What follows belongs to an exercise in optimizing a design on an open flow for small area; a production flow would make more cautious choices. At most, simulation tests tie the RTL to the original design; equivalence was not proved. No activity file was given, so power comes from the tool's default toggle rates.

Design two_stage_combined_functional_unit, start of the top module:
module two_stage_combined_functional_unit
    (input logic clock,  
     input logic reset,  
     input logic enable,  
     input logic [5:0] op,  
     input logic [31:0] operand_0,
     input logic [31:0] operand_1,
     input logic [31:0] operand_2,
     output logic [31:0] result);
export LEC_CHECK = 0
export ABC_AREA = 1
export CAP_MARGIN = 5
export CORE_MARGIN = 2
export CORE_UTILIZATION = 60
export CTS_BUF_LIST = sky130_fd_sc_hd__clkbuf_4 sky130_fd_sc_hd__clkbuf_8
export GPL_TIMING_DRIVEN = 0
export PLACE_DENSITY = 0.7
export SETUP_SLACK_MARGIN = 0.35
export SLEW_MARGIN = 5
export SYNTH_HIERARCHICAL = 1
export SYNTH_MINIMUM_KEEP_SIZE = 0
create_clock -name core_clock -period 13.0 [get_ports {clock}]
standard.sh (not shown) runs the stock make flow with config.mk's settings and CLKGATE_MAP_FILE= SYNTH_SCRIPT=/design/flow/synth_recipe.tcl, a recipe that flattens the netlist after the stock synthesis.
==> flow/flow/run.sh <==
#!/bin/bash
# Standard ORFS layout (the standard.sh), with one change in synthesis: the
# modules named in flow/area_modules.txt (Booth selector cell, final adder, ...) are
# technology-mapped by ABC with an area-oriented script (strash; dch; map -a) before
# the standard ABC call maps the rest. Before global placement, flow/prebuf.tcl drives
# each high-fanout net through one buf_2, so that max-cap/max-slew repair does not
# build larger buffer trees. Each step's output goes to its own log file.
set -euo pipefail
W=$(pwd)
rm -rf "$W/myscripts"
cp -r "$FLOW_HOME/scripts" "$W/myscripts"
printf 'strash\ndch\nmap -a\n' > "$W/myscripts/abc_map_a.script"
python3 - "$W/myscripts/synth.tcl" > "$W/patch.log" 2>&1 <<'PY'
import sys
p = sys.argv[1]
s = open(p).read()
old = "  log_cmd abc {*}$abc_args\n"
assert s.count(old) == 1
new = """  if { [info exists ::env(AREA_MAP_MODULES)] } {
    set area_args [lreplace $abc_args 1 1 $::env(SCRIPTS_DIR)/abc_map_a.script]
    foreach m $::env(AREA_MAP_MODULES) {
      log_cmd abc {*}$area_args $m
    }
  }
  log_cmd abc {*}$abc_args
"""
open(p, "w").write(s.replace(old, new))
print("patched", p)
PY
export AREA_MAP_MODULES="$(cat "$W/flow/area_modules.txt")"
bash standard.sh SCRIPTS_DIR="$W/myscripts" synth > "$W/synth.log" 2>&1
export PRE_GLOBAL_PLACE_TCL="$W/flow/prebuf.tcl"
bash standard.sh "BUFFER_PORTS_ARGS=-buffer_cell sky130_fd_sc_hd__buf_1" "PRE_GLOBAL_PLACE_TCL=$W/flow/prebuf.tcl" finish > "$W/layout.log" 2>&1
==> flow/flow/area_modules.txt <==
tia_bsel tia_bseln tia_cpa two_stage_combined_functional_unit
==> flow/flow/prebuf.tcl <==
# Drive every high-fanout signal net through one buf_2 (0.32 pF) right after its
# gate, so that max-cap/max-slew repair does not have to build buffer trees.
set pb_thr 20
set pb_block [ord::get_db_block]
set pb_nets {}
foreach net [$pb_block getNets] {
  set st [$net getSigType]
  if {$st eq "POWER" || $st eq "GROUND" || $st eq "CLOCK"} { continue }
  if {[llength [$net getBTerms]] > 0} { continue }
  set drv ""
  set loads 0
  foreach it [$net getITerms] {
    if {[$it isOutputSignal]} { set drv $it } elseif {[$it isInputSignal]} { incr loads }
  }
  if {$drv eq "" || $loads < $pb_thr} { continue }
  set mname [[[$drv getInst] getMaster] getName]
  if {[string match "*buf*" $mname] || [string match "*df*" $mname]} { continue }
  lappend pb_nets [$net getName]
}
foreach n $pb_nets {
  insert_buffer -buffer_cell sky130_fd_sc_hd__buf_2 -net [get_nets $n]
}
puts "prebuf: buffered [llength $pb_nets] nets with at least $pb_thr loads"
==> next run, changes <==
--- a/flow/flow/run.sh
+++ b/flow/flow/run.sh
@@ -5,3 +5 @@
-# the standard ABC call maps the rest. Before global placement, flow/prebuf.tcl drives
-# each high-fanout net through one buf_2, so that max-cap/max-slew repair does not
-# build larger buffer trees. Each step's output goes to its own log file.
+# the standard ABC call maps the rest. Each step's output goes to its own log file.
@@ -32,2 +30 @@
-export PRE_GLOBAL_PLACE_TCL="$W/flow/prebuf.tcl"
-bash standard.sh "BUFFER_PORTS_ARGS=-buffer_cell sky130_fd_sc_hd__buf_1" "PRE_GLOBAL_PLACE_TCL=$W/flow/prebuf.tcl" finish > "$W/layout.log" 2>&1
+bash standard.sh "BUFFER_PORTS_ARGS=-buffer_cell sky130_fd_sc_hd__buf_1" finish > "$W/layout.log" 2>&1
--- a/flow/config.mk
+++ b/flow/config.mk
@@ -13 +12,0 @@
-export GPL_TIMING_DRIVEN = 0
removed: flow/flow/prebuf.tcl
Effect:
- total power barely changes
- wire length increases by 1.1%
- area after synthesis stays the same


Setup of old:
two_stage_combined_functional_unit, a different RTL version from the one above (not shown whole).
Size in the first run: about 3100 cells after synthesis, about 140 I/O pins, about 0.028 sq mm of cells after synthesis.
Settings: LEC_CHECK=0, ABC_AREA=1, CAP_MARGIN=20, CORE_MARGIN=2, CORE_UTILIZATION=50, PLACE_DENSITY=0.6, SLEW_MARGIN=20, SYNTH_HIERARCHICAL=1, SYNTH_MINIMUM_KEEP_SIZE=0; clock period 13.0 ns.
==> flow/flow/run.sh <==
#!/bin/bash
# Standard ORFS layout (the standard.sh), with one change in synthesis: the
# modules named in flow/area_modules.txt (Booth selector cell, final adder, ...) are
# technology-mapped by ABC with an area-oriented script (strash; dch; map -a) before
# the standard ABC call maps the rest. Each step's output goes to its own log file.
set -euo pipefail
W=$(pwd)
rm -rf "$W/myscripts"
cp -r "$FLOW_HOME/scripts" "$W/myscripts"
printf 'strash\ndch\nmap -a\n' > "$W/myscripts/abc_map_a.script"
python3 - "$W/myscripts/synth.tcl" > "$W/patch.log" 2>&1 <<'PY'
import sys
p = sys.argv[1]
s = open(p).read()
old = "  log_cmd abc {*}$abc_args\n"
assert s.count(old) == 1
new = """  if { [info exists ::env(AREA_MAP_MODULES)] } {
    set area_args [lreplace $abc_args 1 1 $::env(SCRIPTS_DIR)/abc_map_a.script]
    foreach m $::env(AREA_MAP_MODULES) {
      log_cmd abc {*}$area_args $m
    }
  }
  log_cmd abc {*}$abc_args
"""
open(p, "w").write(s.replace(old, new))
print("patched", p)
PY
export AREA_MAP_MODULES="$(cat "$W/flow/area_modules.txt")"
bash standard.sh SCRIPTS_DIR="$W/myscripts" synth > "$W/synth.log" 2>&1
bash standard.sh finish > "$W/layout.log" 2>&1
==> flow/flow/area_modules.txt <==
tia_bsel tia_cpa two_stage_combined_functional_unit
The final layout from old, which completed every stage, passed the timing, design-rule and antenna checks at the end of the flow.
> inputs changed (old -> new)
Settings: a change of CAP_MARGIN from 20 to 5; a change of CORE_UTILIZATION from 50 to 65; a change of SLEW_MARGIN from 20 to 5; a change of PLACE_DENSITY from 0.6 to 0.75.
--- a/flow/flow/run.sh
+++ b/flow/flow/run.sh
@@ -30 +30 @@
-bash standard.sh finish > "$W/layout.log" 2>&1
+bash standard.sh "BUFFER_PORTS_ARGS=-buffer_cell sky130_fd_sc_hd__buf_1" finish > "$W/layout.log" 2>&1
--- outcome ---
Compare new and old | fraction of area in multi-input gates lower: old. Setup slack in new is larger than in old. Launch point of the critical path = op[5]: old; launch point of the critical path = op[2]: new. Going from old to new, via count of the routed design grew by a little under 10%. new vs. old: overall power consumption went down by 0.38 mW. Wire: new routes less than old. Die area (new vs. old) decreases by more than 10%. What new reported for design area has to be multiplied by 1.06 to get the figure for old. Of new and old, the run reporting the higher initial antenna violation count was old. Fraction of layout instances using a drive strength above 1 (higher): old.
Function was not checked in any run of this note: the RTL went through the layout flow alone.

## separate check: timing with driven ports
No port has a modelled driver above. Below, the same layouts with a new extraction and two added sets of constraints.
Step 1, drivers: a clkbuf_16 drives clock and a buf_2 each remaining input, both assumed.
Step 2 moves the port delays by t, midway between the first and last clock arrival at a register: inputs arrive t later, outputs are due t later. That takes back most of the time a late clock gives input paths.
Three values: no drivers, after step 1, after step 2; two values: the first two.
| run | t, ns | slack for setup (ns) | worst slew at a driven data input, ns | cell pins on the clock port's net |
|---|---|---|---|---|
| the first run of note 1 | 0.314 | 0.441 / 0.439 / 0.126 | 0.12 | 1 |
| the second run of note 1 | 0.340 | 0.438 / 0.437 / 0.097 | 0.07 | 1 |
| old | 0.356 | 0.390 / 0.411 / 0.055 | 0.05 | 1 |
| new | 0.346 | 0.732 / 0.759 / 0.413 | 0.05 | 1 |
After both steps setup and hold are still met in every run listed. For the second run of note 1, which loses most, drivers alone change the setup slack by -0.001 ns; drivers and shift together by -0.341 ns.
